This design comes from an exercise in tuning for small area and a short achievable clock period on the open sky130 flow, not from production work. Only simulation tests tie the RTL to the original design; equivalence was not proved. The clock cells of run 6 come from the design's own scripts or RTL, not from TritonCTS. The clock input has no modelled driver; a real chip could not lean on it and would need a root buffer or a full tree.

===== design/flow/design.v =====
module decryptor #(
    parameter N = 3233,         
    parameter d = 2753          
)(
    input  wire         clk,
    input  wire         reset,
    input  wire [15:0]  encrypted_char,
    output reg  [7:0]   decrypted_char
);
    function [5:0] t61;
        input [5:0] x;
        case (x)
            6'd0: t61 = 6'd0;
            6'd1: t61 = 6'd38;
            6'd2: t61 = 6'd47;
            6'd3: t61 = 6'd50;
            6'd4: t61 = 6'd18;
            6'd5: t61 = 6'd51;
            6'd6: t61 = 6'd49;
            6'd7: t61 = 6'd25;
            6'd8: t61 = 6'd3;
            6'd9: t61 = 6'd8;
            6'd10: t61 = 6'd39;
            6'd11: t61 = 6'd52;
            6'd12: t61 = 6'd59;
            6'd13: t61 = 6'd17;
            6'd14: t61 = 6'd55;
            6'd15: t61 = 6'd35;
            6'd16: t61 = 6'd31;
            6'd17: t61 = 6'd46;
            6'd18: t61 = 6'd42;
            6'd19: t61 = 6'd40;
            6'd20: t61 = 6'd37;
            6'd21: t61 = 6'd4;
            6'd22: t61 = 6'd29;
            6'd23: t61 = 6'd34;
            6'd24: t61 = 6'd20;
            6'd25: t61 = 6'd54;
            6'd26: t61 = 6'd13;
            6'd27: t61 = 6'd33;
            6'd28: t61 = 6'd60;
            6'd29: t61 = 6'd5;
            6'd30: t61 = 6'd16;
            6'd31: t61 = 6'd45;
            6'd32: t61 = 6'd56;
            6'd33: t61 = 6'd1;
            6'd34: t61 = 6'd28;
            6'd35: t61 = 6'd48;
            6'd36: t61 = 6'd7;
            6'd37: t61 = 6'd41;
            6'd38: t61 = 6'd27;
            6'd39: t61 = 6'd32;
            6'd40: t61 = 6'd57;
            6'd41: t61 = 6'd24;
            6'd42: t61 = 6'd21;
            6'd43: t61 = 6'd19;
            6'd44: t61 = 6'd15;
            6'd45: t61 = 6'd30;
            6'd46: t61 = 6'd26;
            6'd47: t61 = 6'd6;
            6'd48: t61 = 6'd44;
            6'd49: t61 = 6'd2;
            6'd50: t61 = 6'd9;
            6'd51: t61 = 6'd22;
            6'd52: t61 = 6'd53;
            6'd53: t61 = 6'd58;
            6'd54: t61 = 6'd36;
            6'd55: t61 = 6'd12;
            6'd56: t61 = 6'd10;
            6'd57: t61 = 6'd43;
            6'd58: t61 = 6'd11;
            6'd59: t61 = 6'd14;
            6'd60: t61 = 6'd23;
            default: t61 = 6'd0;
        endcase
    endfunction
    function [5:0] b53;
        input [5:0] x;
        case (x)
            6'd0: b53 = 6'd0;
            6'd1: b53 = 6'd1;
            6'd2: b53 = 6'd20;
            6'd3: b53 = 6'd2;
            6'd4: b53 = 6'd29;
            6'd5: b53 = 6'd14;
            6'd6: b53 = 6'd40;
            6'd7: b53 = 6'd17;
            6'd8: b53 = 6'd50;
            6'd9: b53 = 6'd4;
            6'd10: b53 = 6'd15;
            6'd11: b53 = 6'd9;
            6'd12: b53 = 6'd5;
            6'd13: b53 = 6'd42;
            6'd14: b53 = 6'd22;
            6'd15: b53 = 6'd28;
            6'd16: b53 = 6'd46;
            6'd17: b53 = 6'd43;
            6'd18: b53 = 6'd27;
            6'd19: b53 = 6'd41;
            6'd20: b53 = 6'd35;
            6'd21: b53 = 6'd34;
            6'd22: b53 = 6'd21;
            6'd23: b53 = 6'd23;
            6'd24: b53 = 6'd47;
            6'd25: b53 = 6'd37;
            6'd26: b53 = 6'd45;
            6'd27: b53 = 6'd8;
            6'd28: b53 = 6'd16;
            6'd29: b53 = 6'd6;
            6'd30: b53 = 6'd30;
            6'd31: b53 = 6'd32;
            6'd32: b53 = 6'd19;
            6'd33: b53 = 6'd18;
            6'd34: b53 = 6'd12;
            6'd35: b53 = 6'd26;
            6'd36: b53 = 6'd10;
            6'd37: b53 = 6'd7;
            6'd38: b53 = 6'd25;
            6'd39: b53 = 6'd31;
            6'd40: b53 = 6'd11;
            6'd41: b53 = 6'd48;
            6'd42: b53 = 6'd44;
            6'd43: b53 = 6'd38;
            6'd44: b53 = 6'd49;
            6'd45: b53 = 6'd3;
            6'd46: b53 = 6'd36;
            6'd47: b53 = 6'd13;
            6'd48: b53 = 6'd39;
            6'd49: b53 = 6'd24;
            6'd50: b53 = 6'd51;
            6'd51: b53 = 6'd33;
            6'd52: b53 = 6'd52;
            default: b53 = 6'd0;
        endcase
    endfunction
    function [5:0] u53;
        input [5:0] x;
        case (x)
            6'd0: u53 = 6'd0;
            6'd1: u53 = 6'd38;
            6'd2: u53 = 6'd28;
            6'd3: u53 = 6'd15;
            6'd4: u53 = 6'd4;
            6'd5: u53 = 6'd44;
            6'd6: u53 = 6'd56;
            6'd7: u53 = 6'd36;
            6'd8: u53 = 6'd9;
            6'd9: u53 = 6'd30;
            6'd10: u53 = 6'd21;
            6'd11: u53 = 6'd37;
            6'd12: u53 = 6'd7;
            6'd13: u53 = 6'd10;
            6'd14: u53 = 6'd43;
            6'd15: u53 = 6'd27;
            6'd16: u53 = 6'd40;
            6'd17: u53 = 6'd48;
            6'd18: u53 = 6'd50;
            6'd19: u53 = 6'd33;
            6'd20: u53 = 6'd49;
            6'd21: u53 = 6'd11;
            6'd22: u53 = 6'd5;
            6'd23: u53 = 6'd20;
            6'd24: u53 = 6'd17;
            6'd25: u53 = 6'd3;
            6'd26: u53 = 6'd2;
            6'd27: u53 = 6'd60;
            6'd28: u53 = 6'd59;
            6'd29: u53 = 6'd45;
            6'd30: u53 = 6'd42;
            6'd31: u53 = 6'd57;
            6'd32: u53 = 6'd51;
            6'd33: u53 = 6'd13;
            6'd34: u53 = 6'd29;
            6'd35: u53 = 6'd12;
            6'd36: u53 = 6'd14;
            6'd37: u53 = 6'd22;
            6'd38: u53 = 6'd35;
            6'd39: u53 = 6'd19;
            6'd40: u53 = 6'd52;
            6'd41: u53 = 6'd55;
            6'd42: u53 = 6'd25;
            6'd43: u53 = 6'd41;
            6'd44: u53 = 6'd32;
            6'd45: u53 = 6'd53;
            6'd46: u53 = 6'd26;
            6'd47: u53 = 6'd6;
            6'd48: u53 = 6'd18;
            6'd49: u53 = 6'd58;
            6'd50: u53 = 6'd47;
            6'd51: u53 = 6'd34;
            6'd52: u53 = 6'd24;
            default: u53 = 6'd0;
        endcase
    endfunction
    reg  [3:0]  state;
    reg  [15:0] input_buffer;
    reg  [5:0]  r61, r53;       
    wire idle = (state == 4'd0);
    wire done = (state == 4'd13);
    wire accept = idle & (encrypted_char != input_buffer);
    wire tap = input_buffer[11];
    wire [6:0] s61 = {r61, tap};
    wire [6:0] s53 = {r53, tap};
    wire [5:0] n61 = (s61 >= 7'd61) ? s61 - 7'd61 : s61[5:0];
    wire [5:0] n53 = (s53 >= 7'd53) ? s53 - 7'd53 : s53[5:0];
    wire [5:0] tb = t61(r61);
    wire [5:0] bb = b53(r53);
    wire [5:0] ub = u53(r53);
    wire [6:0] df = {1'b0, tb} - {1'b0, ub};
    wire [5:0] h  = df[6] ? df[5:0] + 6'd61 : df[5:0];
    wire [7:0] x  = {2'b0, bb} + h * 8'd53;
    always @(posedge clk or posedge reset) begin
        if (reset) begin
            state <= 4'd0;
            input_buffer <= 16'd0;
            decrypted_char <= 8'd0;
        end else begin
            if (idle) begin
                input_buffer <= encrypted_char;
                state <= {3'b0, accept};
            end else begin
                input_buffer <= {input_buffer[15:13], input_buffer[11:0], input_buffer[12]};
                state <= done ? 4'd0 : state + 4'd1;
            end
            if (done)
                decrypted_char <= x;
        end
    end
    always @(posedge clk) begin
        if (idle) begin
            r61 <= {2'b0, encrypted_char[15:12]};
            r53 <= {2'b0, encrypted_char[15:12]};
        end else begin
            r61 <= n61;
            r53 <= n53;
        end
    end
endmodule

===== design/flow/flow/run.sh =====
#!/bin/bash
# Own layout flow: the standard flow (standard.sh) with two changes:
#  * synthesis is the standard flow's script, but ABC maps with an area-oriented script (flow/area.abc)
#    instead of ORFS's delay-oriented one; registers are mapped exactly as before;
#  * no full/half-adder extraction and no Kogge-Stone adder map in synthesis, so ABC sees and
#    optimises all of the logic;
#  * ports are buffered with sky130_fd_sc_hd__buf_1 instead of the default buffer.
set -euo pipefail
W=$PWD
F=$W/flow
# ORFS synth.tcl with abc_args replaced right after the preamble that sets them
sed -e "s|^source \$::env(SCRIPTS_DIR)/synth_preamble.tcl\$|&\nset abc_args [list -script $F/area.abc {*}\$lib_args {*}\$lib_dont_use_args]|" \
    "$FLOW_HOME/scripts/synth.tcl" > "$W/own_synth.tcl"
grep -q "area.abc" "$W/own_synth.tcl"
sed -e "s|\$::env(SCRIPTS_DIR)/synth.tcl|$W/own_synth.tcl|" "$W/synth_recipe.tcl" > "$W/own_synth_recipe.tcl"
grep -q "own_synth.tcl" "$W/own_synth_recipe.tcl"
bash "$W/standard.sh" "SYNTH_SCRIPT=$W/own_synth_recipe.tcl" ADDER_MAP_FILE= SYNTH_OPERATIONS_ARGS=-booth \
    "BUFFER_PORTS_ARGS=-buffer_cell sky130_fd_sc_hd__buf_1" finish > "$W/standard_make.log" 2>&1

===== design/flow/flow/area.abc =====
strash
&get -n
&deepsyn -T 20
&put
dch -f
map -a
topo

===== design/flow/standard.sh =====
#!/bin/bash
# synth_recipe.tcl (not shown) runs the flow's synth.tcl, then flattens the netlist and writes it again
# the make line also repeats each setting of config.mk as NAME=value (left out here)
make -C /OpenROAD-flow-scripts/flow DESIGN_CONFIG=/design/flow/config.mk WORK_HOME=/design/flow/orfs CLKGATE_MAP_FILE= SYNTH_SCRIPT=/design/flow/synth_recipe.tcl "${@:-finish}"

===== design/flow/config.mk =====
export PLATFORM = sky130hd
export DESIGN_NAME = decryptor
export DESIGN_NICKNAME = decryptor
export VERILOG_FILES = /design/flow/design.v
export SDC_FILE = /design/flow/constraint.sdc
export NUM_CORES = 4
export LEC_CHECK = 0
export CAP_MARGIN = 20
export CORE_MARGIN = 2
export CORE_UTILIZATION = 40
export SLEW_MARGIN = 20

===== design/flow/constraint.sdc =====
create_clock -name core_clock -period 40.0 [get_ports {clk}]
set_input_delay 8.0000 -clock core_clock [delete_from_list [all_inputs] [get_ports {clk}]]
set_output_delay 8.0000 -clock core_clock [all_outputs]
set_load 0.01 [all_outputs]

==> reports/results.ini, run 1 <==
[floorplan]
die-area_sq_um=9380
initial_core_util=0.415
rows=33
core_sq_um=8300
fp.dieW_um=96.9
die_h_um=96.9
num_io_pins=26

[critical_path]
critical_path.cell_chain=buf_1
crit_required_ns=32.00
reg2reg_from=r53[3]$_DFF_P_
slowest_stage=dfrtp_1
critPathTopFamily=flip-flops
cp.arrival_ns=0.82
crit_buf_inv=1
cp-end-kind=output port
path_depth=1
crit_fanout=2
start_kind=flop
ff2ff_path_depth=35
worst_path_largest_cell_delay_ns=0.39
crit_start=decrypted_char[2]$_DFFE_PP0P_
setup.worst_path.class=reg2out

[timing]
maxSlewViolCount=0
period_needed_ns=8.82
hold_violations=0
max_clock_freq_mhz=113
skew_ns=0.00806
rsz0062_at_grt=no
tightestPinTransition_ns=0.932
setup_viol=0
tns_ns=0
maxSlewHeadroom=0.375
setup_slack_ns=31.18
period_share=0.221

[min_path]
whs_path_depth=2
worstHoldStart=input_buffer[0]$_DFF_PP0_
hold_path_class=reg2reg

[job]
maxCapViolations=0

[route]
drtIter0Drc=346
post_drt_via_cell_ratio=5.50
route.final.wire_length_mm=9.67
vias=3836
drtAntennaViolNets=0
drtPass1Iterations=6
drc_errors=0
post_drt_wl_per_cell_um=13.9

[logic_synthesis]
synth.most_common_cell=nor2_1
syn-num-nets=577
synth.distinct_cells=35
synth_top_area_frac=0.203
ys_seq_elements=40
synth_top_area_cell=dfrtp_1
ys_warn_count=1
yosys-top-cells-area=dfrtp_1 20%, nor2_1 14%, nand2_1 8.6%
async_reset_ff_frac=0.700
synth_edf_count=0
seq_area_frac_synth=0.273
synth_ff_type=dfrtp_1
syn_avg_cell_area_sq_um=6.17
synthCells=559
synth_area_sq_um=3450
synth_common_cells=132 x nor2_1, 79 x nand2_1, 78 x clkinv_1

[cts]
cts_tree=built
cts_resized=0
cts_made_buffers=5
hold_buffers=0
cts-root-buf=clkbuf_8
ctsHtreeMaxLevel=2
postCtsSetupBuffers=0
cts.path.max_buffers=2
clkTransAtPathRegs_ns=0.08
clock_sinks=40
clk_latency_ns=0.31

[grt]
antenna_found_initial=0
track_usage=0.208
grt_pass1_vias=3568
grt_pass1_wl_mm=16.5
grt_max_degree=39
grt_overflow=0

[layout]
fin_nets=610
drive_gt1_frac=0.0337
syn2layout_area_growth_pct=9.33
num-fill-cells=868
antenna_cells=0

[status]
outcome=complete, no violations

[placement]
gp_congestion=0.971
port_buffers=25
place_ws_ns=30.95
dp_hpwl_mm=7.45

-- routing by layer --
| metal | part of all wire | wire length (um) | track usage | up-vias |
|---|---|---|---|---|
| met4 | 0.029 | 277 | 0.0672 | 0 |
| met5 | 0 | 0 | 0 | - |
| li1 | - | - | - | 1964 |
| met3 | 0.060 | 577 | 0.0318 | 39 |
| met1 | 0.46 | 4450 | 0.284 | 1667 |
| met2 | 0.45 | 4360 | 0.339 | 166 |
-- final timing paths --
path	to	slack, ns
setup / recovery	decrypted_char[2]	31.18
max in group asynchronous	input_buffer[13]$_DFFE_PP0P_	31.88
hold / removal	input_buffer[1]$_DFF_PP0_	0.51
hold reg to reg	input_buffer[1]$_DFF_PP0_	0.51
setup reg to reg	decrypted_char[7]$_DFFE_PP0P_	33.20
min in group asynchronous	decrypted_char[4]$_DFFE_PP0P_	7.73
-- final cells by class --
class / count / area, sq um / area share
clock buffer: 6 / 72.6 / 0.0192
timing repair buffer: 26 / 101 / 0.0269
multi-input combinational: 441 / 2220 / 0.589
clock inverter: 2 / 11.3 / 0.00299
inverter: 78 / 293 / 0.0777
tap: 105 / 131 / 0.0348
sequential: 40 / 941 / 0.250
-- metrics by stage --
| stage | hold slack, ns | std cells | cell area, sq um | util |
|---|---|---|---|---|
| 2_1_floorplan | 0.461 | 559 | 3450 | - |
| 3_3_place_gp | 0.494 | 690 | 3690 | 0.444 |
| 3_5_place_dp | 0.503 | 690 | 3690 | 0.444 |
| 4_1_cts | 0.521 | 698 | 3770 | 0.454 |
| 5_1_grt | 0.548 | 698 | 3770 | 0.454 |
| 6_report | 0.515 | 698 | 3770 | 0.454 |
-- registers in the layout, summed over array words and instances, names as in the netlist --
| register | count |
|---|---|
| decrypted_char | 8 |
| input_buffer | 16 |
| r53 | 6 |
| r61 | 6 |
| state | 4 |
-- worst reg2reg max path, delay by kind of cell, from the launching register on --
kind / cells / cell delay [ns]
xor+xnor: 3 / 0.41
fa+ha+maj: 2 / 0.77
buf+inv: 6 / 1.07
compound gates: 10 / 2.02
flops: 1 / 0.69
simple gates: 14 / 1.67
-- layout by cell type (no fill, tap or decap), types with 12 or more instances in the layout --
cell,n
dfxtp_1,12
nand3_1,20
clkinv_1,77
nor2_1,132
nor3_1,18
a31oi_1,12
nand2_1,79
o21ai_0,49
dfrtp_1,28
a21oi_1,46
xor2_1,23
buf_1,25
-- cells by family (layout without fill, tap and decap cells) --
| family | after synthesis | after routing | synth area share |
|---|---|---|---|
| AOI/OAI and AO/OA | 147 | 147 | 0.251 |
| xor gates and xnor gates | 31 | 31 | 0.0787 |
| adders and majority gates | 2 | 2 | 0.00581 |
| buffers and inverters | 78 | 112 | 0.0849 |
| DFF | 40 | 40 | 0.273 |
| and+or+nand+nor | 261 | 261 | 0.307 |
==> run 2: changes to the inputs <==
==> design/flow/flow/area.abc (replaced) <==
strash
&get -n
&deepsyn -T 20
&put
dch -f
amap
topo
--- a/design/flow/config.mk
+++ b/design/flow/config.mk
@@ -9,3 +9,5 @@
 export CORE_MARGIN = 2
 export CORE_UTILIZATION = 40
+export CTS_BUF_LIST = sky130_fd_sc_hd__clkbuf_4 sky130_fd_sc_hd__clkbuf_8
+export CTS_CLUSTER_SIZE = 40
 export SLEW_MARGIN = 20
==> run 2 against run 1 <==
Still clean on timing, DRC and antenna. First-iteration DRC count rose by 23%. Clock-buffer cell count did not move. Utilization fell by 0.31 points. Area after synthesis fell by 5.0%. Via count fell by 0.65%. Final cell count fell by 5.9%. Fmax fell by 1.1%. Worst hold slack got worse by 0.027 ns. Setup slack got worse by 0.098 ns. Design area fell by 3.2%. Synthesized cell count fell by 7.3%. Critical endpoint is now state[0]$_DFF_PP0_.
==> reports/results.ini, run 2 <==
[status]
outcome=complete, no violations

[critical_path]
r2r_slack_ns=32.47  ; -0.73 ns
crit_start=encrypted_char[15]
crit_required_ns=40.15  ; +8.15 ns
reg2reg_from=r53[2]$_DFF_P_
regToRegEndpoint=decrypted_char[7]$_DFFE_PP0P_
worst_path_largest_cell_delay_ns=0.39  ; about the same
slowest_stage=a2111oi_0
setup.worst_path.class=in2reg
crit_fanout=3  ; +1
ff2ff_path_depth=42  ; +20%
path_depth=5  ; +4
cp-end-kind=flop
cp.arrival_ns=9.07  ; +8.25 ns
critical_path.endpoint=state[0]$_DFF_PP0_
crit_buf_inv=2  ; +1
start_kind=primary input
critPathTopFamily=compound AO/OA/AOI/OAI gates
critical_path.cell_chain=buf_1 -> clkinv_1 -> a221o_1 -> a2111oi_0 -> a31oi_1

[floorplan]
rows=33  ; unchanged
core_sq_um=8090  ; -2.5%
fp.dieW_um=94.5  ; -2.4%
die_h_um=94.5  ; -2.4%
num_io_pins=26  ; unchanged
die-area_sq_um=8930  ; -4.8%
initial_core_util=0.405  ; -0.0107

[placement]
gp_congestion=0.954  ; -1.8%
placed_area_sq_um=3510  ; -4.7%
port_buffers=25  ; unchanged
dp_hpwl_mm=7.40  ; -0.69%
place_ws_ns=30.82  ; -0.133 ns
place_inst=649  ; -5.9%

[cts]
clkTransAtPathRegs_ns=0.08  ; about the same
ctsHtreeMaxLevel=2  ; unchanged
cts.path.max_buffers=2  ; unchanged
clock_sinks=40  ; unchanged
cts_resized=0  ; unchanged
hold_buffers=0  ; unchanged
cts_made_buffers=5  ; unchanged
cts_tree=built
clk_latency_ns=0.29  ; -0.02 ns
postCtsSetupBuffers=0  ; unchanged
cts-root-buf=clkbuf_8

[timing]
skew_ns=0.0106  ; +0.00252 ns
period_needed_ns=8.92  ; +0.0977 ns
period_share=0.223  ; +0.00244
rsz0062_at_grt=no
maxSlewHeadroom=0.594  ; +0.219
holdWs_ns=0.488  ; -0.0273 ns
tns_ns=0  ; unchanged
setup_viol=0  ; unchanged
tightestPinTransition_ns=0.602  ; -0.329 ns
hold_violations=0  ; unchanged
setup_slack_ns=31.08  ; -0.0977 ns
maxSlewViolCount=0  ; unchanged
max_clock_freq_mhz=112  ; -1.1%

[layout]
fin_nets=569  ; -6.7%
regMostFlops=input_buffer
layout.cells.non_filler=657  ; -5.9%
final_cell_mix=153 x nor2_1, 55 x clkinv_1, 52 x o21ai_0, 42 x a21oi_1, 37 x nand2_1
fin_area_sq_um=3650  ; -3.2%
largest_register_ffs=16  ; unchanged
final_common_cell=nor2_1
reg_top3=input_buffer: 16 flops, decrypted_char: 8 flops
finalCoreUtilization=0.451  ; -0.00310
num-fill-cells=873  ; +0.58%
antenna_cells=0  ; unchanged
syn2layout_area_growth_pct=11.5
drive_gt1_frac=0.0199  ; -0.0138

[route]
drtAntennaViolNets=0  ; unchanged
drtPass1Iterations=6  ; unchanged
vias=3811  ; -0.65%
drtIter0Drc=427  ; +23%
route.final.wire_length_mm=9.63  ; -0.47%
post_drt_via_cell_ratio=5.80  ; +5.5%
post_drt_wl_per_cell_um=14.6  ; +5.7%
drc_errors=0  ; unchanged

[logic_synthesis]
muxShareOfSynthArea=0  ; unchanged
synth-xor-area-share=0  ; -0.0787
yosys.area_share.adder=0  ; -0.00581
syn-num-nets=536  ; -7.1%
synth.distinct_cells=34  ; -2.9%
synth_top_family_by_area=compound AO/OA/AOI/OAI gates
yosys-top-cells-area=dfrtp_1 21%, nor2_1 18%, o21ai_0 7.9%
synth.most_common_cell=nor2_1
ys_warn_count=1  ; unchanged
synth_top_area_cell=dfrtp_1
synth_ff_type=dfrtp_1
synthCells=518  ; -7.3%
synth_simple_gate_area_frac=0.311  ; +0.00434
synth_area_sq_um=3280  ; -5.0%
syn_avg_cell_area_sq_um=6.32  ; +2.5%
seq_area_frac_synth=0.287  ; +0.0144
async_reset_ff_frac=0.700  ; unchanged
synth_common_cells=153 x nor2_1, 56 x clkinv_1, 52 x o21ai_0
synth_compound_area_frac=0.337  ; +0.0866
synth_top_area_frac=0.214  ; +0.0107
ys_seq_elements=40  ; unchanged
synth_edf_count=0  ; unchanged

[grt]
grt_max_degree=29  ; -26%
grt_pass1_wl_mm=16.2  ; -1.4%
antenna_found_initial=0  ; unchanged
track_usage=0.225  ; +0.0170
grt_overflow=0  ; unchanged
grt_pass1_vias=3459  ; -3.1%

[job]
maxCapViolations=0  ; unchanged

[min_path]
hold_path_class=reg2reg

-- run 2: cell count changes in the layout (fill, tap and decap cells not counted), moves of 6 or more --
cell      before  now
clkinv_1      77   55
nand2_1       79   37
nand3_1       20    2
nor2_1       132  153
nor2b_1        0    6
nor3_1        18   26
o21a_1         2    8
o22a_1         0    7
o22ai_1        9   19
o32a_1         0    6
or2_0          0    6
or2_2          6    0
xnor2_1        8    0
xor2_1        23    0
-- run 2: cell families after synthesis --
logic type,Yosys count
flops,40
compound gates,178
buf+inv,56
simple gates,244
-- run 2: routing by layer --
metal / part of all wire / global-route usage / up-vias / routed length [um]
li1: - / - / 1923 / -
met1: 0.45 / 0.304 / 1652 / 4350
met2: 0.45 / 0.372 / 196 / 4370
met3: 0.061 / 0.0239 / 40 / 588
met4: 0.033 / 0.0857 / 0 / 315
met5: 0 / 0 / - / 0
-- run 2: worst min-delay path by stage --
stage | startpoint | to | slack [ns] | cells past startpoint
global route | decrypted_char[5]$_DFFE_PP0P_ | decrypted_char[5]$_DFFE_PP0P_ | 0.54 | 2
floorplan | state[0]$_DFF_PP0_ | state[0]$_DFF_PP0_ | 0.47 | 1
global placement | decrypted_char[5]$_DFFE_PP0P_ | decrypted_char[5]$_DFFE_PP0P_ | 0.46 | 2
finish | decrypted_char[5]$_DFFE_PP0P_ | decrypted_char[5]$_DFFE_PP0P_ | 0.49 | 2
CTS | decrypted_char[5]$_DFFE_PP0P_ | decrypted_char[5]$_DFFE_PP0P_ | 0.49 | 2
detailed placement | decrypted_char[5]$_DFFE_PP0P_ | decrypted_char[5]$_DFFE_PP0P_ | 0.47 | 2
-- run 2: layout make-up --
class / count / area, sq um / share of cell area
multi-input combinational: 422 / 2130 / 0.584
sequential: 40 / 941 / 0.258
inverter: 56 / 210 / 0.0576
tap: 105 / 131 / 0.0360
timing repair buffer: 26 / 101 / 0.0278
clock buffer: 6 / 76.3 / 0.0209
clock inverter: 2 / 60.1 / 0.0164
-- run 2: worst reg2reg max path, delay by kind of cell (launching register included) --
kind	cells	cell delay, ns
simple gates	21	3.05
compound gates	17	2.98
buf+inv	4	0.88
flops	1	0.61
==> run 3: changes to the inputs <==
--- a/design/flow/flow/run.sh
+++ b/design/flow/flow/run.sh
@@ -3,6 +3,4 @@
 #  * synthesis is the standard flow's script, but ABC maps with an area-oriented script (flow/area.abc)
 #    instead of ORFS's delay-oriented one; registers are mapped exactly as before;
-#  * no full/half-adder extraction and no Kogge-Stone adder map in synthesis, so ABC sees and
-#    optimises all of the logic;
 #  * ports are buffered with sky130_fd_sc_hd__buf_1 instead of the default buffer.
 set -euo pipefail
@@ -15,4 +13,4 @@
 sed -e "s|\$::env(SCRIPTS_DIR)/synth.tcl|$W/own_synth.tcl|" "$W/synth_recipe.tcl" > "$W/own_synth_recipe.tcl"
 grep -q "own_synth.tcl" "$W/own_synth_recipe.tcl"
-bash "$W/standard.sh" "SYNTH_SCRIPT=$W/own_synth_recipe.tcl" ADDER_MAP_FILE= SYNTH_OPERATIONS_ARGS=-booth \
+bash "$W/standard.sh" "SYNTH_SCRIPT=$W/own_synth_recipe.tcl" \
     "BUFFER_PORTS_ARGS=-buffer_cell sky130_fd_sc_hd__buf_1" finish > "$W/standard_make.log" 2>&1
==> design/flow/flow/area.abc (replaced) <==
strash
&get -n
&deepsyn -T 20
&put
dch -f
map -a
topo
--- a/design/flow/config.mk
+++ b/design/flow/config.mk
@@ -9,5 +9,3 @@
 export CORE_MARGIN = 2
 export CORE_UTILIZATION = 40
-export CTS_BUF_LIST = sky130_fd_sc_hd__clkbuf_4 sky130_fd_sc_hd__clkbuf_8
-export CTS_CLUSTER_SIZE = 40
 export SLEW_MARGIN = 20
==> run 3 against run 2 <==
Clock-buffer cell count grew 1. Flip-flop and latch count is the same. Register-to-register slack lost 0.39 ns. Critical path depth shrank 4. Clock skew is essentially flat. Routed wire length grew 27%. Utilization shrank 0.56 points. Critical endpoint is now decrypted_char[7].
==> reports/results.ini, run 3 <==
[status]
outcome=complete, no violations

[critical_path]
cp.arrival_ns=0.82  ; -8.25 ns
start_kind=flop
crit_required_ns=32.00  ; -8.15 ns
slowest_stage=dfrtp_1
setup.worst_path.class=reg2out
crit_fanout=2  ; -1
worst_path_largest_cell_delay_ns=0.36  ; -0.03 ns
critical_path.cell_chain=buf_1
critPathTopFamily=flip-flops
crit_buf_inv=1  ; -1
cp-end-kind=output port

[timing]
hold_violations=0  ; unchanged
skew_ns=0.0107  ; +0.000116 ns
maxSlewViolCount=0  ; unchanged
max_clock_freq_mhz=113  ; +1.1%
period_needed_ns=8.82  ; -0.101 ns
rsz0062_at_grt=no
tightestPinTransition_ns=0.627  ; +0.0242 ns
tns_ns=0  ; unchanged
period_share=0.220  ; -0.00252
setup_viol=0  ; unchanged
maxSlewHeadroom=0.582  ; -0.0119

[layout]
final_cell_mix=96 x clkinv_1, 88 x nor2_1, 83 x nand2_1, 52 x o21ai_0
finalCoreUtilization=0.446  ; -0.00563
syn2layout_area_growth_pct=9.50
multi_input_area_sq_um=2860  ; +34%
reg_top3=input_buffer: 16 flops, decrypted_char: 8 flops
num-fill-cells=1064  ; +22%
fin_nets=705  ; +24%
seq_area_sq_um=941  ; unchanged
antenna_cells=0  ; unchanged
layout.cells.non_filler=766  ; +17%
largest_register_ffs=16  ; unchanged
drive_gt1_frac=0.0286  ; +0.00864
regMostFlops=input_buffer
fin_area_sq_um=4560  ; +25%
final_common_cell=clkinv_1

[placement]
gp_congestion=1.02  ; +6.5%
place_inst=758  ; +17%
placed_area_sq_um=4440  ; +26%
dp_hpwl_mm=9.44  ; +28%
port_buffers=25  ; unchanged

[cts]
ctsHtreeMaxLevel=2  ; unchanged
hold_buffers=0  ; unchanged
cts_made_buffers=5  ; unchanged
cts-root-buf=clkbuf_8
cts.path.max_buffers=2  ; unchanged
clk_latency_ns=0.29  ; about the same
clkTransAtPathRegs_ns=0.08  ; about the same
postCtsSetupBuffers=0  ; unchanged
cts_resized=0  ; unchanged
clock_sinks=40  ; unchanged
cts_tree=built

[logic_synthesis]
ys_seq_elements=40  ; unchanged
seq_area_frac_synth=0.226  ; -0.0612
synth.most_common_cell=clkinv_1
syn_avg_cell_area_sq_um=7.00  ; +11%
synth_top_area_frac=0.168  ; -0.0456
synth.distinct_cells=36  ; +5.9%
synth_edf_count=0  ; unchanged
synth_common_cells=97 x clkinv_1, 88 x nor2_1, 83 x nand2_1
synth_top_area_cell=dfrtp_1
ys_warn_count=1  ; unchanged
async_reset_ff_frac=0.700  ; unchanged
synth_area_sq_um=4160  ; +27%
synthCells=595  ; +15%
syn-num-nets=671  ; +25%
yosys-top-cells-area=dfrtp_1 17%, ha_1 15%, clkinv_1 8.7%
synth_ff_type=dfrtp_1

[floorplan]
rows=37  ; +12%
initial_core_util=0.407  ; +0.00211
die-area_sq_um=11200  ; +26%
die_h_um=106  ; +12%
num_io_pins=26  ; unchanged
fp.dieW_um=106  ; +12%
core_sq_um=10200  ; +26%

[route]
drtPass1Iterations=6  ; unchanged
wl_met2_mm=5.55  ; +27%
route.final.wire_length_mm=12.2  ; +27%
vias=4419  ; +16%
met1_length_mm=5.31  ; +22%
post_drt_wl_per_cell_um=15.9  ; +8.8%
drc_errors=0  ; unchanged
highest_layer=met4
post_drt_via_cell_ratio=5.77  ; -0.55%
dr_wl_met3_um=928  ; +58%
drtIter0Drc=349  ; -18%
drtAntennaViolNets=0  ; unchanged

[grt]
grt_pass1_wl_mm=20.4  ; +25%
grt_overflow=0  ; unchanged
track_usage=0.222  ; -0.00350
grt_max_degree=38  ; +31%
antenna_found_initial=0  ; unchanged
grt_pass1_vias=4203  ; +22%

[job]
maxCapViolations=0  ; unchanged

[min_path]
hold_path_class=reg2reg

==> run 3: cell types whose count changed in the layout (fill, tap and decap cells not counted), moves of 10 or more <==
cell	change
clkinv_1	+41
nand3_1	+10
xor2_1	+12
ha_1	+51
o22ai_1	-12
nor3_1	-13
nand2_1	+46
a22oi_1	+10
nor2_1	-65
==> run 3: layer usage <==
layer	vias up	GRT usage
met4	0	0.0714
li1	2131	-
met5	-	0
met2	219	0.366
met3	54	0.0368
met1	2015	0.296
==> run 3: per-stage QoR <==
step / hold WS [ns] / setup WS, ns
2_1_floorplan: 0.461 / 31.26
3_3_place_gp: 0.468 / 31.07
3_5_place_dp: 0.473 / 31.03
4_1_cts: 0.493 / 31.16
5_1_grt: 0.532 / 31.12
6_report: 0.489 / 31.18
==> run 3: area by class of cell <==
type / count / area share
Timing Repair Buffer: 27 / 0.0239
Multi-Input combinational cell: 458 / 0.627
Inverter: 97 / 0.0799
Tap cell: 136 / 0.0373
Sequential cell: 40 / 0.206
Clock inverter: 1 / 0.00192
Clock buffer: 7 / 0.0236
==> run 3: worst reg2reg max path: cells and delay by family, from the launching register on <==
kind	cells	cell delay, ns
XOR/XNOR	4	0.77
AND/OR/NAND/NOR	8	1.30
adder cells (fa/ha/maj)	6	2.27
buffers and inverters	5	0.98
flip-flops	1	0.59
AO/OA/AOI/OAI	7	1.92
==> run 3: kinds of logic (layout without fill, tap and decap cells) <==
| group | after synthesis | count (layout) | synth area share |
|---|---|---|---|
| AOI/OAI and AO/OA | 175 | 175 | 0.260 |
| xor gates and xnor gates | 19 | 19 | 0.0400 |
| adders and majority gates | 58 | 58 | 0.187 |
| buffers and inverters | 97 | 132 | 0.0875 |
| DFF | 40 | 40 | 0.226 |
| and+or+nand+nor | 206 | 206 | 0.200 |
==> run 3: path summary, 6_finish.rpt <==
kind	startpoint	to	slack (ns)	depth (start not counted)
worst max register to register	r53[3]$_DFF_P_	decrypted_char[7]$_DFFE_PP0P_	32.08	30
worst min register to register	decrypted_char[2]$_DFFE_PP0P_	decrypted_char[2]$_DFFE_PP0P_	0.49	2
max in group asynchronous	reset	input_buffer[10]$_DFF_PP0_	31.84	2
worst max-delay path	decrypted_char[7]$_DFFE_PP0P_	decrypted_char[7]	31.18	1
worst min-delay path	decrypted_char[2]$_DFFE_PP0P_	decrypted_char[2]$_DFFE_PP0P_	0.49	2
min in group asynchronous	reset	input_buffer[5]$_DFF_PP0_	7.75	2
==> run 4: changes to the inputs <==
==> design/flow/run.sh (new file) <==
#!/bin/bash
# synth_recipe.tcl (not shown) runs the flow's synth.tcl, then flattens the netlist and writes it again
# the make line also repeats each setting of config.mk as NAME=value (left out here)
make -C /OpenROAD-flow-scripts/flow DESIGN_CONFIG=/design/flow/config.mk WORK_HOME=/design/flow/orfs CLKGATE_MAP_FILE= SYNTH_SCRIPT=/design/flow/synth_recipe.tcl finish
removed: design/flow/flow/run.sh
removed: design/flow/flow/area.abc
removed: design/flow/standard.sh
==> run 4 against run 3 <==
Still clean. Utilization up 0.65 points. Register-to-register slack better by 0.24 ns. Fmax down 3.8%. Clock skew down 0.0031 ns.
==> reports/results.ini, run 4 <==
[placement]
gp_congestion=0.897  ; -12%
dp_hpwl_mm=8.55  ; -9.4%
place_inst=772  ; +1.8%
placed_area_sq_um=5040  ; +13%
port_buffers=25  ; unchanged

[logic_synthesis]
seq_area_frac_synth=0.198  ; -0.0279
yosys-top-cells-area=dfrtp_1 15%, ha_1 13%, xnor2_1 7.4%
synth_common_cells=89 x nand2_1, 61 x o21ai_0, 55 x a21oi_1, 55 x nor2_1, 51 x ha_1
syn_avg_cell_area_sq_um=7.37  ; +5.4%
ys_seq_elements=40  ; unchanged
ys_warn_count=1  ; unchanged
synth_top_area_frac=0.148  ; -0.0208
synth.distinct_cells=58  ; +61%
synth_top_area_cell=dfrtp_1
synth.most_common_cell=nand2_1
synth_edf_count=0  ; unchanged
syn-num-nets=720  ; +7.3%
synth_ff_type=dfrtp_1
synth_area_sq_um=4750  ; +14%
synthCells=644  ; +8.2%
async_reset_ff_frac=0.700  ; unchanged

[critical_path]
worst_path_largest_cell_delay_ns=0.55  ; +0.19 ns
critical_path.cell_chain=clkdlybuf4s50_1
slowest_stage=clkdlybuf4s50_1
crit_buf_inv=1  ; unchanged
crit_fanout=2  ; unchanged
cp-end-kind=output port
cp.arrival_ns=1.17  ; +0.35 ns
critPathTopFamily=buffers and inverters
start_kind=flop
setup.worst_path.class=reg2out
crit_required_ns=32.00  ; about the same

[grt]
grt_overflow=0  ; unchanged
track_usage=0.186  ; -0.0356
grt_pass1_wl_mm=19.7  ; -3.1%
grt_pass1_vias=4012  ; -4.5%
grt_max_degree=70  ; +84%
antenna_found_initial=0  ; unchanged

[layout]
drive_gt1_frac=0.0518  ; +0.0232
syn2layout_area_growth_pct=9.62
final_common_cell=nand2_1
layout.cells.non_filler=780  ; +1.8%
fin_nets=712  ; +0.99%
reg_top3=input_buffer: 16 flops, decrypted_char: 8 flops
regMostFlops=input_buffer
finalCoreUtilization=0.452  ; +0.00646
fin_area_sq_um=5200  ; +14%
antenna_cells=0  ; unchanged
largest_register_ffs=16  ; unchanged
final_cell_mix=89 x nand2_1, 61 x o21ai_0, 55 x nor2_1, 55 x a21oi_1, 51 x ha_1

[cts]
clkTransAtPathRegs_ns=0.06  ; -0.02 ns
postCtsSetupBuffers=0  ; unchanged
cts_resized=0  ; unchanged
hold_buffers=0  ; unchanged
cts-root-buf=clkbuf_16
cts.path.max_buffers=2  ; unchanged
ctsHtreeMaxLevel=2  ; unchanged
clk_latency_ns=0.29  ; about the same
cts_made_buffers=5  ; unchanged
clock_sinks=40  ; unchanged
cts_tree=built

[timing]
period_needed_ns=9.17  ; +0.347 ns
rsz0062_at_grt=no
skew_ns=0.00758  ; -0.00313 ns
hold_violations=0  ; unchanged
tns_ns=0  ; unchanged
maxSlewViolCount=0  ; unchanged
max_clock_freq_mhz=109  ; -3.8%
setup_viol=0  ; unchanged
tightestPinTransition_ns=1.07  ; +0.445 ns
period_share=0.229  ; +0.00867
maxSlewHeadroom=0.285  ; -0.298

[route]
dr_wl_met3_um=382  ; -59%
highest_layer=met4
post_drt_via_cell_ratio=5.66  ; -1.9%
drtAntennaViolNets=0  ; unchanged
route.final.wire_length_mm=11.8  ; -3.7%
met1_length_mm=5.66  ; +6.5%
post_drt_wl_per_cell_um=15.1  ; -5.4%
vias=4414  ; -0.11%
wl_met2_mm=5.61  ; +1.2%
drtIter0Drc=310  ; -11%
drtPass1Iterations=5  ; -1
drc_errors=0  ; unchanged

[floorplan]
fp.dieW_um=113  ; +6.5%
core_sq_um=11500  ; +13%
die_h_um=113  ; +6.5%
die-area_sq_um=12800  ; +14%
num_io_pins=26  ; unchanged
initial_core_util=0.412  ; +0.00545
rows=39  ; +5.4%

[min_path]
hold_path_class=reg2reg

[status]
outcome=complete, no violations

[job]
maxCapViolations=0  ; unchanged

## run 4: stage by stage
stage	setup WS [ns]	hold WS (ns)
5_1_grt	30.79	0.512
3_3_place_gp	30.66	0.471
2_1_floorplan	31.29	0.458
3_5_place_dp	30.57	0.476
6_report	30.83	0.483
4_1_cts	30.81	0.489
## run 4: cell families after synthesis
kind of cell / synth area share
flops: 0.198
fa+ha+maj: 0.164
compound gates: 0.252
mux: 0.0253
buf+inv: 0.0617
simple gates: 0.211
xor+xnor: 0.0875
## run 4: worst paths after layout
check	cells after the start	end	startpoint	slack, ns
setup / recovery	1	decrypted_char[2]	decrypted_char[2]$_DFFE_PP0P_	30.83
hold / removal	2	decrypted_char[6]$_DFFE_PP0P_	decrypted_char[6]$_DFFE_PP0P_	0.48
setup reg to reg	30	decrypted_char[7]$_DFFE_PP0P_	r61[3]$_DFF_P_	32.32
hold reg to reg	2	decrypted_char[6]$_DFFE_PP0P_	decrypted_char[6]$_DFFE_PP0P_	0.48
max in group asynchronous	2	input_buffer[15]$_DFFE_PP0P_	reset	31.53
min in group asynchronous	2	decrypted_char[0]$_DFFE_PP0P_	reset	8.10
## run 4: cell type report
| type | instances | area (sq um) |
|---|---|---|
| Fill cell | 1196 | 6310 |
| Multi-Input combinational cell | 528 | 3510 |
| Sequential cell | 40 | 942 |
| Timing Repair Buffer | 30 | 288 |
| Tap cell | 143 | 179 |
| Clock buffer | 6 | 150 |
| Inverter | 31 | 116 |
| Clock inverter | 2 | 15.0 |
## run 4: per-layer routing
metal / GRT usage / vias to the layer above
li1: - / 2237
met1: 0.269 / 2078
met2: 0.299 / 91
met3: 0.0177 / 8
met4: 0.0480 / 0
met5: 0 / -
==> run 5: changes to the inputs <==
==> design/flow/flow/run.sh (new file) <==
#!/bin/bash
# Own layout flow: the standard flow (standard.sh) with these changes:
#  * synthesis is the standard flow's script (registers are mapped exactly as there), but:
#    - no full/half-adder extraction and no Kogge-Stone adder map, so ABC sees all the logic;
#    - ABC maps the logic fed by encrypted_char with ORFS's delay-oriented script and the rest
#      with an area-oriented script (flow/abc_split.tcl, flow/area.abc);
#  * ports are buffered with sky130_fd_sc_hd__buf_1 instead of the default buffer.
# Usage: bash flow/run.sh [make target], default finish. Logs: standard_make.log, orfs/logs/.
set -euo pipefail
W=$PWD
F=$W/flow
sed -e "s|^  log_cmd abc {\*}\$abc_args\$|  set ::own_flow_dir $F\n  source $F/abc_split.tcl|" \
    "$FLOW_HOME/scripts/synth.tcl" > "$W/own_synth.tcl"
grep -q "abc_split.tcl" "$W/own_synth.tcl"
sed -e "s|\$::env(SCRIPTS_DIR)/synth.tcl|$W/own_synth.tcl|" "$W/synth_recipe.tcl" > "$W/own_synth_recipe.tcl"
grep -q "own_synth.tcl" "$W/own_synth_recipe.tcl"
bash "$W/standard.sh" "SYNTH_SCRIPT=$W/own_synth_recipe.tcl" ADDER_MAP_FILE= SYNTH_OPERATIONS_ARGS=-booth \
    "BUFFER_PORTS_ARGS=-buffer_cell sky130_fd_sc_hd__buf_1" ${1:-finish} > "$W/standard_make.log" 2>&1
==> design/flow/flow/abc_split.tcl (new file) <==
# Sourced by the own synthesis in place of ORFS's single ABC call.
# The logic fed by encrypted_char (the change detector and the state update, up to the first
# registers) is mapped with ORFS's own delay-oriented script and arguments; all other logic is
# mapped with the area-oriented script flow/area.abc.
set speed_args $abc_args
set area_args [list -script $::own_flow_dir/area.abc {*}$lib_args {*}$lib_dont_use_args]
select -set incone w:encrypted_char %co*:-sky130_fd_sc_hd__dfrtp_1:-sky130_fd_sc_hd__dfxtp_1
select -list @incone
log_cmd abc {*}$speed_args @incone
log_cmd abc {*}$area_args
==> design/flow/flow/area.abc (new file) <==
strash
&get -n
&deepsyn -T 20
&put
dch -f
amap
topo
==> design/flow/standard.sh (new file) <==
#!/bin/bash
# synth_recipe.tcl (not shown) runs the flow's synth.tcl, then flattens the netlist and writes it again
# the make line also repeats each setting of config.mk as NAME=value (left out here)
make -C /OpenROAD-flow-scripts/flow DESIGN_CONFIG=/design/flow/config.mk WORK_HOME=/design/flow/orfs CLKGATE_MAP_FILE= SYNTH_SCRIPT=/design/flow/synth_recipe.tcl "${@:-finish}"
--- a/design/flow/config.mk
+++ b/design/flow/config.mk
@@ -9,3 +9,5 @@
 export CORE_MARGIN = 2
 export CORE_UTILIZATION = 40
+export CTS_BUF_LIST = sky130_fd_sc_hd__clkbuf_4 sky130_fd_sc_hd__clkbuf_8
+export CTS_CLUSTER_SIZE = 40
 export SLEW_MARGIN = 20
removed: design/flow/run.sh
==> run 5 against run 4 <==
Utilization is essentially flat. Non-clock buffer count shrank 4. Die area shrank 28%. Final cell count shrank 16%. Critical path type unchanged. Highest routed layer unchanged.
==> reports/results.ini, run 5 <==
[placement]
dp_hpwl_mm=7.06  ; -17%
port_buffers=25  ; unchanged
placed_area_sq_um=3580  ; -29%
place_ws_ns=31.12  ; +0.544 ns
gp_congestion=1.00  ; +12%

[route]
drtIter0Drc=268  ; -14%
drtPass1Iterations=5  ; unchanged
vias=3635  ; -18%
post_drt_via_cell_ratio=5.57  ; -1.6%
drc_errors=0  ; unchanged
route.final.wire_length_mm=9.02  ; -23%
post_drt_wl_per_cell_um=13.8  ; -8.3%
drtAntennaViolNets=0  ; unchanged

[grt]
grt_pass1_wl_mm=15.1  ; -23%
busiest_layer=met2
antenna_found_initial=0  ; unchanged
track_usage=0.209  ; +0.0231
grt_max_degree=35  ; -50%
grt_use_met2=0.337  ; +0.0382
met1_usage=0.284  ; +0.0142
met3_usage=0.0292  ; +0.0116
grt_overflow=0  ; unchanged
grt_pass1_vias=3275  ; -18%

[floorplan]
die_h_um=95.6  ; -15%
core_sq_um=8180  ; -29%
rows=33  ; -15%
num_io_pins=26  ; unchanged
initial_core_util=0.411  ; -0.00139
die-area_sq_um=9150  ; -28%
fp.dieW_um=95.6  ; -15%

[logic_synthesis]
syn_avg_cell_area_sq_um=6.50  ; -12%
yosys-top-cells-area=dfrtp_1 21%, nor2_1 15%, o21ai_0 8.8%
seq_area_frac_synth=0.280  ; +0.0819
synth_area_sq_um=3360  ; -29%
synth_ff_type=dfrtp_1
synthCells=517  ; -20%
synth_common_cells=137 x nor2_1, 59 x o21ai_0, 51 x clkinv_1
synth_edf_count=0  ; unchanged
synth_top_area_cell=dfrtp_1
synth_top_area_frac=0.209  ; +0.0610
synth.most_common_cell=nor2_1
syn-num-nets=535  ; -26%
ys_warn_count=1  ; unchanged
synth.distinct_cells=39  ; -33%
async_reset_ff_frac=0.700  ; unchanged
ys_seq_elements=40  ; unchanged

[timing]
period_share=0.220  ; -0.00882
holdWs_ns=0.490  ; +0.00658 ns
tightestPinTransition_ns=0.684  ; -0.388 ns
max_clock_freq_mhz=113  ; +4.0%
skew_ns=0.00936  ; +0.00178 ns
hold_violations=0  ; unchanged
period_needed_ns=8.81  ; -0.353 ns
setup_viol=0  ; unchanged
setup_slack_ns=31.19  ; +0.353 ns
tns_ns=0  ; unchanged
maxSlewHeadroom=0.543  ; +0.259
rsz0062_at_grt=no
maxSlewViolCount=0  ; unchanged

[cts]
ctsHtreeMaxLevel=2  ; unchanged
cts_resized=0  ; unchanged
clk_latency_ns=0.29  ; about the same
postCtsSetupBuffers=0  ; unchanged
clock_sinks=40  ; unchanged
clkTransAtPathRegs_ns=0.08  ; +0.02 ns
cts_made_buffers=5  ; unchanged
cts-root-buf=clkbuf_8
cts_tree=built
cts.path.max_buffers=2  ; unchanged
hold_buffers=0  ; unchanged

[job]
maxCapViolations=0  ; unchanged

[layout]
largest_register_ffs=16  ; unchanged
regMostFlops=input_buffer
fin_area_sq_um=3700  ; -29%
fin_nets=565  ; -21%
syn2layout_area_growth_pct=10.1
drive_gt1_frac=0.0420  ; -0.00983
finalCoreUtilization=0.452  ; about the same
final_common_cell=nor2_1
antenna_cells=0  ; unchanged
final_cell_mix=137 x nor2_1, 59 x o21ai_0, 50 x clkinv_1, 41 x nand2_1, 33 x a21oi_1
reg_top3=input_buffer: 16 flops, decrypted_char: 8 flops

[critical_path]
worst_path_largest_cell_delay_ns=0.39  ; -0.16 ns
start_kind=flop
crit_fanout=2  ; unchanged
path_depth=1  ; unchanged
setup.worst_path.class=reg2out
critical_path.cell_chain=buf_1
slowest_stage=dfrtp_1
r2r_slack_ns=32.61  ; +0.29 ns
critPathTopFamily=flip-flops
cp-end-kind=output port
crit_required_ns=32.00  ; about the same
cp.arrival_ns=0.81  ; -0.36 ns
crit_buf_inv=1  ; unchanged
ff2ff_path_depth=37  ; +23%

[min_path]
hold_path_class=reg2reg
whs_path_depth=2  ; unchanged

[status]
outcome=complete, no violations

## run 5: cell count changes after synthesis, sizes merged, moves of 8 or more
cell | previous run | this run
xnor2 | 41 | 16
nor2b | 12 | 4
inv | 31 | 12
ha | 51 | 0
clkbuf | 39 | 1
mux2 | 4 | 12
nor2 | 55 | 137
clkinv | 0 | 51
a211oi | 13 | 5
nand2 | 90 | 41
nand2b | 10 | 0
nand3 | 14 | 5
a21oi | 55 | 33
## run 5: logic make-up after synthesis
logic type | synth area share
AOI/OAI and AO/OA | 0.286
xor gates and xnor gates | 0.0417
buffers and inverters | 0.0745
DFF | 0.280
muxes | 0.0402
and+or+nand+nor | 0.278
## run 5: path summary, 6_finish.rpt
kind	from	end
setup / recovery	decrypted_char[2]$_DFFE_PP0P_	decrypted_char[2]
hold / removal	decrypted_char[4]$_DFFE_PP0P_	decrypted_char[4]$_DFFE_PP0P_
setup reg to reg	r53[2]$_DFF_P_	decrypted_char[7]$_DFFE_PP0P_
hold reg to reg	decrypted_char[4]$_DFFE_PP0P_	decrypted_char[4]$_DFFE_PP0P_
max in group asynchronous	reset	input_buffer[7]$_DFF_PP0_
min in group asynchronous	reset	decrypted_char[7]$_DFFE_PP0P_
## run 5: final cells by class
class / count / area, sq um
fill: 854 / 4480
multi-input combinational: 411 / 2170
sequential: 40 / 941
inverter: 63 / 236
tap: 105 / 131
timing repair buffer: 26 / 101
clock buffer: 5 / 68.8
clock inverter: 3 / 45.0
## run 5: layer usage
metal,wire (um),up-vias
li1,-,1863
met3,624,28
met5,0,-
met1,4240,1591
met4,245,0
met2,3910,153
## run 5: per-stage QoR
stage | cells
3_5_place_dp | 645
6_report | 653
5_1_grt | 653
4_1_cts | 653
3_3_place_gp | 645
2_1_floorplan | 517
==> run 6: changes to the inputs <==
==> design/flow/flow/run.sh (replaced) <==
#!/bin/bash
# Own layout flow: the standard flow (standard.sh) with these changes:
#  * synthesis is the standard flow's script (registers are mapped exactly as there), but:
#    - no full/half-adder extraction and no Kogge-Stone adder map, so ABC sees all the logic;
#    - ABC maps the logic fed by encrypted_char with ORFS's delay-oriented script and the rest
#      with an area-oriented script (flow/abc_split.tcl, flow/area.abc);
#  * ports are buffered with sky130_fd_sc_hd__buf_1 instead of the default buffer;
#  * after ORFS's CTS, the clock tree is rebuilt flat (flow/clock.tcl): the clock port drives
#    a few buffers of one type, each driving one group of registers.
# Logs: standard_make.log and standard_make2.log (make), clock.log, and orfs/logs/.
set -euo pipefail
W=$PWD
F=$W/flow
sed -e "s|^  log_cmd abc {\*}\$abc_args\$|  set ::own_flow_dir $F\n  source $F/abc_split.tcl|" \
    "$FLOW_HOME/scripts/synth.tcl" > "$W/own_synth.tcl"
grep -q "abc_split.tcl" "$W/own_synth.tcl"
sed -e "s|\$::env(SCRIPTS_DIR)/synth.tcl|$W/own_synth.tcl|" "$W/synth_recipe.tcl" > "$W/own_synth_recipe.tcl"
grep -q "own_synth.tcl" "$W/own_synth_recipe.tcl"
STD=(bash "$W/standard.sh" "SYNTH_SCRIPT=$W/own_synth_recipe.tcl" ADDER_MAP_FILE= SYNTH_OPERATIONS_ARGS=-booth
     "BUFFER_PORTS_ARGS=-buffer_cell sky130_fd_sc_hd__buf_1")
"${STD[@]}" cts > "$W/standard_make.log" 2>&1
export RESULTS_DIR=$W/orfs/results/$FLOW_PLATFORM/decryptor/base
export PLATFORM_DIR=$FLOW_HOME/platforms/$FLOW_PLATFORM
export LIB_FILES=$PLATFORM_DIR/lib/sky130_fd_sc_hd__tt_025C_1v80.lib
export OWN_CLOCK_BUFFERS=2 OWN_CLOCK_CELL=sky130_fd_sc_hd__clkbuf_16
openroad -no_init -exit "$F/clock.tcl" > "$W/clock.log" 2>&1
"${STD[@]}" finish > "$W/standard_make2.log" 2>&1
==> design/flow/flow/clock.tcl (new file) <==
# Replaces the clock tree that ORFS's CTS built with a flat one: the clock port drives
# NBUF buffers directly, and each buffer drives the clock pins of one group of registers
# (registers grouped by position). All registers still get the clock through exactly one
# buffer of the same type, so their clock arrival times stay matched.
set nbuf $::env(OWN_CLOCK_BUFFERS)
set bufcell $::env(OWN_CLOCK_CELL)
read_liberty $::env(LIB_FILES)
read_db $::env(RESULTS_DIR)/4_cts.odb
read_sdc $::env(RESULTS_DIR)/4_cts.sdc
source $::env(PLATFORM_DIR)/setRC.tcl
set db [ord::get_db]
set block [ord::get_db_block]
set clk [$block findNet clk]
# registers' clock pins
set sinks {}
foreach inst [$block getInsts] {
  set m [$inst getMaster]
  if {[$m isSequential]} {
    foreach it [$inst getITerms] {
      if {[[$it getMTerm] getSigType] eq "CLOCK" || [[$it getMTerm] getName] eq "CLK"} { lappend sinks $it }
    }
  }
}
puts "clock sinks: [llength $sinks]"
# remove CTS's buffers and dummy loads, and their nets
set removed 0
foreach inst [$block getInsts] {
  set name [$inst getName]
  if {[string match clkbuf_* $name] || [string match clkload* $name]} {
    odb::dbInst_destroy $inst
    incr removed
  }
}
foreach net [$block getNets] {
  if {[string match clknet_* [$net getName]]} { odb::dbNet_destroy $net }
}
puts "removed $removed CTS cells"
# group sinks by x position
set keyed {}
foreach it $sinks {
  set bb [[$it getInst] getBBox]
  lappend keyed [list [expr {([$bb xMin] + [$bb xMax]) / 2}] [expr {([$bb yMin] + [$bb yMax]) / 2}] $it]
}
set keyed [lsort -integer -index 0 $keyed]
set n [llength $keyed]
set master [$db findMaster $bufcell]
for {set g 0} {$g < $nbuf} {incr g} {
  set lo [expr {$g * $n / $nbuf}]
  set hi [expr {($g + 1) * $n / $nbuf - 1}]
  set net [odb::dbNet_create $block clknet_flat_$g]
  $net setSigType CLOCK
  set buf [odb::dbInst_create $block $master clkbuf_flat_$g]
  [$buf findITerm A] connect $clk
  [$buf findITerm X] connect $net
  set sx 0; set sy 0
  foreach e [lrange $keyed $lo $hi] {
    lassign $e x y it
    $it disconnect
    $it connect $net
    incr sx $x; incr sy $y
  }
  set cnt [expr {$hi - $lo + 1}]
  $buf setLocation [expr {$sx / $cnt}] [expr {$sy / $cnt}]
  $buf setPlacementStatus PLACED
  puts "buffer $g: $cnt sinks"
}
detailed_placement
check_placement -verbose
set_propagated_clock [all_clocks]
estimate_parasitics -placement
report_clock_latency
report_checks -path_delay max -group_path_count 3 -format end
report_checks -path_delay min -group_path_count 3 -format end
write_db $::env(RESULTS_DIR)/4_cts.odb
==> run 6 against run 5 <==
Die area unchanged. Critical endpoint is now state[0]$_DFF_PP0_. Global-route usage down 0.26 points. Worst hold slack worse by 0.0010 ns. Utilization down 0.78 points. Via count down 0.80%. Setup slack better by 0.086 ns.
==> reports/results.ini, run 6 <==
[status]
outcome=complete, no violations

[grt]
track_usage=0.207  ; -0.00265
grt_pass1_vias=3265  ; -0.31%
grt_pass1_wl_mm=15.0  ; -0.59%
grt_overflow=0  ; unchanged
grt_max_degree=35  ; unchanged
antenna_found_initial=0  ; unchanged

[timing]
setup_viol=0  ; unchanged
skew_ns=0.00949  ; +0.000136 ns
tns_ns=0  ; unchanged
hold_violations=0  ; unchanged
period_needed_ns=8.73  ; -0.0862 ns
max_clock_freq_mhz=115  ; +0.99%
setup_slack_ns=31.27  ; +0.0862 ns
maxSlewHeadroom=0.550  ; +0.00634
maxSlewViolCount=0  ; unchanged
tightestPinTransition_ns=0.675  ; -0.00949 ns
rsz0062_at_grt=no
period_share=0.218  ; -0.00216

[logic_synthesis]
seq_area_frac_synth=0.280  ; unchanged
synth.distinct_cells=39  ; unchanged
muxShareOfSynthArea=0.0402  ; unchanged
syn-num-nets=535  ; unchanged
synth_edf_count=0  ; unchanged
async_reset_ff_frac=0.700  ; unchanged
syn_avg_cell_area_sq_um=6.50  ; unchanged
yosys.area_share.adder=0  ; unchanged
yosys-top-cells-area=dfrtp_1 21%, nor2_1 15%, o21ai_0 8.8%
synth_top_family_by_area=compound AO/OA/AOI/OAI gates
synth_common_cells=137 x nor2_1, 59 x o21ai_0, 51 x clkinv_1
synth_top_area_cell=dfrtp_1
synth-xor-area-share=0.0417  ; unchanged
synth_compound_area_frac=0.286  ; unchanged
synth_ff_type=dfrtp_1
ys_seq_elements=40  ; unchanged
synth_area_sq_um=3360  ; unchanged
synth_top_area_frac=0.209  ; unchanged
synth_simple_gate_area_frac=0.278  ; unchanged
ys_warn_count=1  ; unchanged
synthCells=517  ; unchanged
synth.most_common_cell=nor2_1

[route]
post_drt_via_cell_ratio=5.57  ; +0.12%
wl_met2_mm=3.97  ; +1.6%
route.final.wire_length_mm=8.98  ; -0.44%
met1_length_mm=4.17  ; -1.6%
drtPass1Iterations=5  ; unchanged
post_drt_wl_per_cell_um=13.9  ; +0.48%
drtIter0Drc=280  ; +4.5%
dr_wl_met3_um=632  ; +1.3%
drc_errors=0  ; unchanged
drtAntennaViolNets=0  ; unchanged
highest_layer=met4
vias=3606  ; -0.80%

[critical_path]
critical_path.cell_chain=buf_1 -> xnor2_1 -> nand4_1 -> nor4_1 -> a21oi_1
worst_path_largest_cell_delay_ns=0.27  ; -0.12 ns
slowest_stage=nor4_1
crit_fanout=2  ; unchanged
setup.worst_path.class=in2reg
cp-end-kind=flop
cp.arrival_ns=8.75  ; +7.94 ns
start_kind=primary input
crit_required_ns=40.02  ; +8.02 ns

[layout]
finalCoreUtilization=0.445  ; -0.00781
num-fill-cells=862  ; +0.94%
multi_input_area_sq_um=2170  ; unchanged
fin_area_sq_um=3630  ; -1.7%
seq_area_sq_um=941  ; unchanged
regMostFlops=input_buffer
fin_nets=562  ; -0.53%
drive_gt1_frac=0.0314  ; -0.0106
largest_register_ffs=16  ; unchanged
syn2layout_area_growth_pct=8.19
final_common_cell=nor2_1
final_cell_mix=137 x nor2_1, 59 x o21ai_0, 50 x clkinv_1, 41 x nand2_1, 33 x a21oi_1
reg_top3=input_buffer: 16 flops, decrypted_char: 8 flops
antenna_cells=0  ; unchanged

[cts]
clock_sinks=40  ; unchanged
clkTransAtPathRegs_ns=0.08  ; about the same
cts_resized=0  ; unchanged
postCtsSetupBuffers=0  ; unchanged
clk_latency_ns=0.15  ; -0.14 ns
hold_buffers=0  ; unchanged

[placement]
port_buffers=25  ; unchanged
dp_hpwl_mm=7.06  ; unchanged
place_ws_ns=31.12  ; unchanged
placed_area_sq_um=3580  ; unchanged
gp_congestion=1.00  ; unchanged

[floorplan]
rows=33  ; unchanged
core_sq_um=8180  ; unchanged
die-area_sq_um=9150  ; unchanged
initial_core_util=0.411  ; unchanged
die_h_um=95.6  ; unchanged
num_io_pins=26  ; unchanged
fp.dieW_um=95.6  ; unchanged

[min_path]
hold_path_class=reg2reg

[job]
maxCapViolations=0  ; unchanged

[run 6: cell count changes in the layout (fill, tap and decap cells not counted)]
cell / previous run / this run
clkbuf_16: 0 / 2
clkbuf_8: 5 / 0
bufinv_16: 1 / 0
inv_4: 1 / 0
inv_6: 1 / 0
[run 6: routing by layer]
| metal | vias to the layer above | GRT usage |
|---|---|---|
| met3 | 24 | 0.0221 |
| met5 | - | 0 |
| met1 | 1571 | 0.281 |
| li1 | 1851 | - |
| met4 | 0 | 0.0726 |
| met2 | 160 | 0.339 |
[run 6: cell type report]
cell class                      count  area share
Multi-Input combinational cell    411       0.598
Buffer                              2      0.0138
Tap cell                          105      0.0361
Timing Repair Buffer               26      0.0279
Inverter                           63      0.0651
Sequential cell                    40       0.259
[run 6: worst paths after layout]
check | from | endpoint | slack (ns) | depth (start not counted)
worst max-delay path | encrypted_char[12] | state[0]$_DFF_PP0_ | 31.27 | 5
worst min-delay path | decrypted_char[4]$_DFFE_PP0P_ | decrypted_char[4]$_DFFE_PP0P_ | 0.49 | 2
worst max register to register | r53[2]$_DFF_P_ | decrypted_char[7]$_DFFE_PP0P_ | 32.61 | 37
worst min register to register | decrypted_char[4]$_DFFE_PP0P_ | decrypted_char[4]$_DFFE_PP0P_ | 0.49 | 2
max in group asynchronous | reset | input_buffer[10]$_DFF_PP0_ | 31.73 | 2
min in group asynchronous | reset | decrypted_char[4]$_DFFE_PP0P_ | 7.88 | 2
[run 6: metrics by stage]
step | instances | hold slack, ns
after floorplan | 517 | 0.488
after global placement | 645 | 0.461
after detailed placement | 645 | 0.469
after CTS | 653 | 0.493
after global routing | 647 | 0.510
final | 647 | 0.489
[run 6: cells by family (layout without fill, tap and decap cells)]
logic type,count (synthesis),count (layout)
AOI/OAI and AO/OA,158,158
xor gates and xnor gates,16,16
buffers and inverters,66,91
DFF,40,40
muxes,12,12
and+or+nand+nor,225,225
[run 6: critical path: cells and delay by family]
family	cells	cell delay [ns]
AND/OR/NAND/NOR	2	0.39
AO/OA/AOI/OAI	1	0.10
XOR/XNOR	1	0.16
buffers and inverters	1	0.09

[afterwards: timing with drivers on the ports]
How much do the figures lean on ideal ports? The routed layouts below were timed once more, with nothing changed but the port constraints.
Step 1 (the two cells are an assumption about what drives the block):
set clk [get_ports {clk}]
set_driving_cell -lib_cell sky130_fd_sc_hd__clkbuf_16 $clk
set_driving_cell -lib_cell sky130_fd_sc_hd__buf_2 [delete_from_list [all_inputs] $clk]
Step 2 also shifts input and output timing later by t, the mid clock arrival at the registers, as if the neighbouring blocks saw the same clock.
a / b / c = ideal ports / drivers / drivers and shift; a / b = the first two.
run | shift t [ns] | setup slack, ns | hold slack, ns | latest minus earliest clock arrival (ns) | worst data-port slew with drivers (ns)
run 1 | 0.333 | 31.177 / 31.148 / 30.930 | 0.515 / 0.515 / 0.515 | 0.009 / 0.008 | 0.03
run 2 | 0.314 | 31.080 / 31.086 / 30.772 | 0.488 / 0.488 / 0.488 | 0.011 / 0.012 | 0.03
run 3 | 0.317 | 31.180 / 31.151 / 30.983 | 0.489 / 0.489 / 0.489 | 0.010 / 0.011 | 0.03
run 4 | 0.319 | 30.833 / 30.796 / 30.555 | 0.483 / 0.483 / 0.483 | 0.008 / 0.008 | 0.03
run 5 | 0.314 | 31.186 / 31.160 / 31.103 | 0.490 / 0.490 / 0.490 | 0.010 / 0.009 | 0.03
run 6 | 0.191 | 31.272 / 31.290 / 31.109 | 0.489 / 0.489 / 0.489 | 0.009 / 0.009 | 0.03
After both steps every run listed still meets setup and hold. For run 2, which loses most, drivers alone change the setup slack by +0.006 ns; drivers and shift together by -0.308 ns.
